Background: an optimization exercise with open tools, aiming at small area. Do not read the settings as production practice. Function was checked by simulation only, so behaviour that the tests miss may differ from the original. Power figures rest on the tool's default switching activity, not on a simulated workload.

Setup of v15:
==> module fix_parser, before the edit <==
module fix_parser (
    input        clk,
    input        rst,
    input  [7:0] data_in,
    output       msg_complete,
    output       tag_valid,
    output       tag_first,
    output       value_valid,
    output       value_first
);
localparam IDLE    = 3'b000;
localparam TAG     = 3'b100;
localparam EQUAL   = 3'b101;
localparam VALUE   = 3'b111;
localparam CONTROL = 3'b110;
localparam DONE    = 3'b010;
localparam RESET       = 3'b000;
localparam BEGINSTRING = 3'b001;
localparam BODY_LENGTH = 3'b011;
localparam BODY        = 3'b010;
localparam CHECKSUM    = 3'b110;
reg [2:0] c_state, n_state;
reg [2:0] c_s, n_s;
reg [7:0] LENGTH [0:4];
reg body_length_done;
wire body_length_value_en = (c_s == BODY_LENGTH) & (n_state == VALUE);
reg [16:0] body_length_value;
wire [7:0]  new_digit = data_in - 8'h30;
wire [16:0] L4w = {9'd0, LENGTH[4]};
wire [16:0] L4n = ~L4w;
wire [16:0] pushed_value = (body_length_value << 3) + (body_length_value << 1) + {9'd0, new_digit}
                         + (L4n << 16) + (L4n << 15) + (L4n << 10) + (L4n << 9) + (L4n << 7) + (L4n << 5)
                         + 17'h186a0;
assign tag_valid    = (n_state == TAG);
assign tag_first    = tag_valid & (c_state != TAG);
assign value_valid  = (n_state == VALUE);
assign value_first  = (c_state == EQUAL);
assign msg_complete = (c_state == DONE);
wire length_keep = (c_s == BODY_LENGTH) | (c_s == BODY);
wire length_hold = length_keep & ~body_length_value_en;
wire [39:0] length_q = {LENGTH[4], LENGTH[3], LENGTH[2], LENGTH[1], LENGTH[0]};
wire [39:0] length_shift = {LENGTH[3], LENGTH[2], LENGTH[1], LENGTH[0], data_in - 8'h30};
wire [39:0] length_d = (length_shift & {40{body_length_value_en}}) | (length_q & {40{length_hold}});
always @(posedge clk) begin
    body_length_value <= body_length_value_en ? pushed_value : (length_keep ? body_length_value : 17'd0);
    LENGTH[0] <= length_d[7:0];
    LENGTH[1] <= length_d[15:8];
    LENGTH[2] <= length_d[23:16];
    LENGTH[3] <= length_d[31:24];
    LENGTH[4] <= length_d[39:32];
end
reg [16:0] count_m1;
always @(posedge clk) begin
    if (count_m1 == body_length_value) begin
        count_m1 <= 17'h1ffff;
        body_length_done <= 1'b1;
    end else begin
        count_m1 <= (c_s == BODY) ? count_m1 + 17'd1 : 17'h1ffff;
        body_length_done <= 1'b0;
    end
end
always @(posedge clk or posedge rst) begin
    if (rst) c_state <= IDLE;
    else c_state <= n_state;
end
always @(*) begin
    n_state = c_state;
    case (c_state)
    IDLE:    if ((n_s == BEGINSTRING) | (n_s == BODY) | (n_s == BODY_LENGTH)) n_state = TAG;
    TAG:     if (data_in == 8'h3d) n_state = EQUAL;
    EQUAL:   n_state = VALUE;
    VALUE:   if (data_in == 8'h01) n_state = (c_s == CHECKSUM) ? DONE : CONTROL;
    CONTROL: n_state = TAG;
    DONE:    n_state = IDLE;
    default: ;
    endcase
end
always @(posedge clk or posedge rst) begin
    if (rst) c_s <= RESET;
    else c_s <= n_s;
end
always @(*) begin
    n_s = c_s;
    case (c_s)
    RESET:       if (data_in == 8'h38) n_s = BEGINSTRING;
    BEGINSTRING: if (data_in == 8'h01) n_s = BODY_LENGTH;
    BODY_LENGTH: if (data_in == 8'h01) n_s = BODY;
    BODY:        if (body_length_done) n_s = CHECKSUM;
    CHECKSUM:    if (data_in == 8'h01) n_s = RESET;
    default: ;
    endcase
end
endmodule
clock: 10.0 ns
lec_check: 0
cap_margin: 20
core_margin: 2
core_utilization: 40
cts_cluster_diameter: 100
cts_cluster_size: 25
slew_margin: 20
standard.sh (not shown) runs the stock make flow with config.mk's settings and CLKGATE_MAP_FILE= SYNTH_SCRIPT=/design/flow/synth_recipe.tcl, a recipe that flattens the netlist after the stock synthesis.
==> flow/flow/run.sh <==
#!/bin/bash
# The standard layout, with every port buffered by the smallest buffer
# (sky130_fd_sc_hd__buf_1) instead of the one buffer_ports picks by default.
set -euo pipefail
bash standard.sh "BUFFER_PORTS_ARGS=-buffer_cell sky130_fd_sc_hd__buf_1" finish > standard_flow.log 2>&1
The following lists how v25 was set up differently from v15:
==> flow/design.v, changed modules only <==
module fix_parser (
    input        clk,
    input        rst,
    input  [7:0] data_in,
    output       msg_complete,
    output       tag_valid,
    output       tag_first,
    output       value_valid,
    output       value_first
);
localparam IDLE    = 3'b000;
localparam TAG     = 3'b100;
localparam EQUAL   = 3'b101;
localparam VALUE   = 3'b111;
localparam CONTROL = 3'b110;
localparam DONE    = 3'b010;
localparam RESET       = 3'b000;
localparam BEGINSTRING = 3'b001;
localparam BODY_LENGTH = 3'b011;
localparam BODY        = 3'b010;
localparam CHECKSUM    = 3'b110;
reg [2:0] c_state, n_state;
reg [2:0] c_s, n_s;
reg [7:0] LENGTH [0:4];
reg body_length_done;
wire body_length_value_en = (c_s == BODY_LENGTH) & (n_state == VALUE);
reg [16:0] remaining;
wire [7:0]  new_digit = data_in - 8'h30;
wire [16:0] L4 = {9'd0, LENGTH[4]};
wire [16:0] L4n = ~L4;
wire [16:0] pushed_value = (remaining << 3) + (remaining << 1) + {9'd0, new_digit}
                         + (L4 << 15) + (L4n << 11) + (L4 << 8) + (L4 << 6) + (L4 << 5)
                         + 17'd2039;
assign tag_valid    = (n_state == TAG);
assign tag_first    = tag_valid & (c_state != TAG);
assign value_valid  = (n_state == VALUE);
assign value_first  = (c_state == EQUAL);
assign msg_complete = (c_state == DONE);
wire length_keep = (c_s == BODY_LENGTH) | (c_s == BODY);
wire length_hold = length_keep & ~body_length_value_en;
wire [39:0] length_q = {LENGTH[4], LENGTH[3], LENGTH[2], LENGTH[1], LENGTH[0]};
wire [39:0] length_shift = {LENGTH[3], LENGTH[2], LENGTH[1], LENGTH[0], data_in - 8'h30};
wire [39:0] length_d = (length_shift & {40{body_length_value_en}}) | (length_q & {40{length_hold}});
always @(posedge clk) begin
    remaining <= body_length_value_en ? pushed_value :
                 (c_s == BODY_LENGTH) ? remaining :
                 (c_s == BODY) ? remaining - 17'd1 : 17'd1;
    body_length_done <= (remaining == 17'd0);
    LENGTH[0] <= length_d[7:0];
    LENGTH[1] <= length_d[15:8];
    LENGTH[2] <= length_d[23:16];
    LENGTH[3] <= length_d[31:24];
    LENGTH[4] <= length_d[39:32];
end
always @(posedge clk or posedge rst) begin
    if (rst) c_state <= IDLE;
    else c_state <= n_state;
end
always @(*) begin
    n_state = c_state;
    case (c_state)
    IDLE:    if ((n_s == BEGINSTRING) | (n_s == BODY) | (n_s == BODY_LENGTH)) n_state = TAG;
    TAG:     if (data_in == 8'h3d) n_state = EQUAL;
    EQUAL:   n_state = VALUE;
    VALUE:   if (data_in == 8'h01) n_state = (c_s == CHECKSUM) ? DONE : CONTROL;
    CONTROL: n_state = TAG;
    DONE:    n_state = IDLE;
    default: ;
    endcase
end
always @(posedge clk or posedge rst) begin
    if (rst) c_s <= RESET;
    else c_s <= n_s;
end
always @(*) begin
    n_s = c_s;
    case (c_s)
    RESET:       if (data_in == 8'h38) n_s = BEGINSTRING;
    BEGINSTRING: if (data_in == 8'h01) n_s = BODY_LENGTH;
    BODY_LENGTH: if (data_in == 8'h01) n_s = BODY;
    BODY:        if (body_length_done) n_s = CHECKSUM;
    CHECKSUM:    if (data_in == 8'h01) n_s = RESET;
    default: ;
    endcase
end
endmodule
## What came out
Number of signal-net buffers in the layout of v25 falls short of that of v15 slightly.
As of v25, distinct cell type count after synthesis had risen slightly compared to v15.
Summary of v25 over v15: highest attainable clock frequency now smaller; number of cell instances on the worst register-to-register path lost 4; count of buffering cells on the critical path with inverters included now larger.
In the metrics for v25 and v15, the one carrying the lower final hold slack is v15.
Where power is concerned, v15 is better than v25.
Min simple-gate portion of the synthesized area across v25 and v15: v15

## re-timing with driven ports
Ports are ideal in the flow. The routed layouts listed here were re-timed in OpenROAD. Step 1 (the two cells are an assumption about what drives the block):
set clk [get_ports {clk}]
set_driving_cell -lib_cell sky130_fd_sc_hd__clkbuf_16 $clk
set_driving_cell -lib_cell sky130_fd_sc_hd__buf_2 [delete_from_list [all_inputs] $clk]
Step 2 moves the port delays by t, midway between the first and last clock arrival at a register: inputs arrive t later, outputs are due t later. That takes back most of the time a late clock gives input paths. Slacks: ideal / step 1 / step 2; pairs: ideal / step 1.
| run | t, ns | slack for setup (ns) | hold WS [ns] | worst setup path after step 2 | worst register clock-pin slew, ns |
|---|---|---|---|---|---|
| v15 | 0.603 | 5.065 / 5.012 / 5.207 | 0.332 / 0.332 / 0.332 | register to register | 0.10 / 0.10 |
| v25 | 0.584 | 4.997 / 4.949 / 5.533 | 0.369 / 0.369 / 0.369 | register to output | 0.10 / 0.10 |
After both steps setup and hold are still met in every run listed.
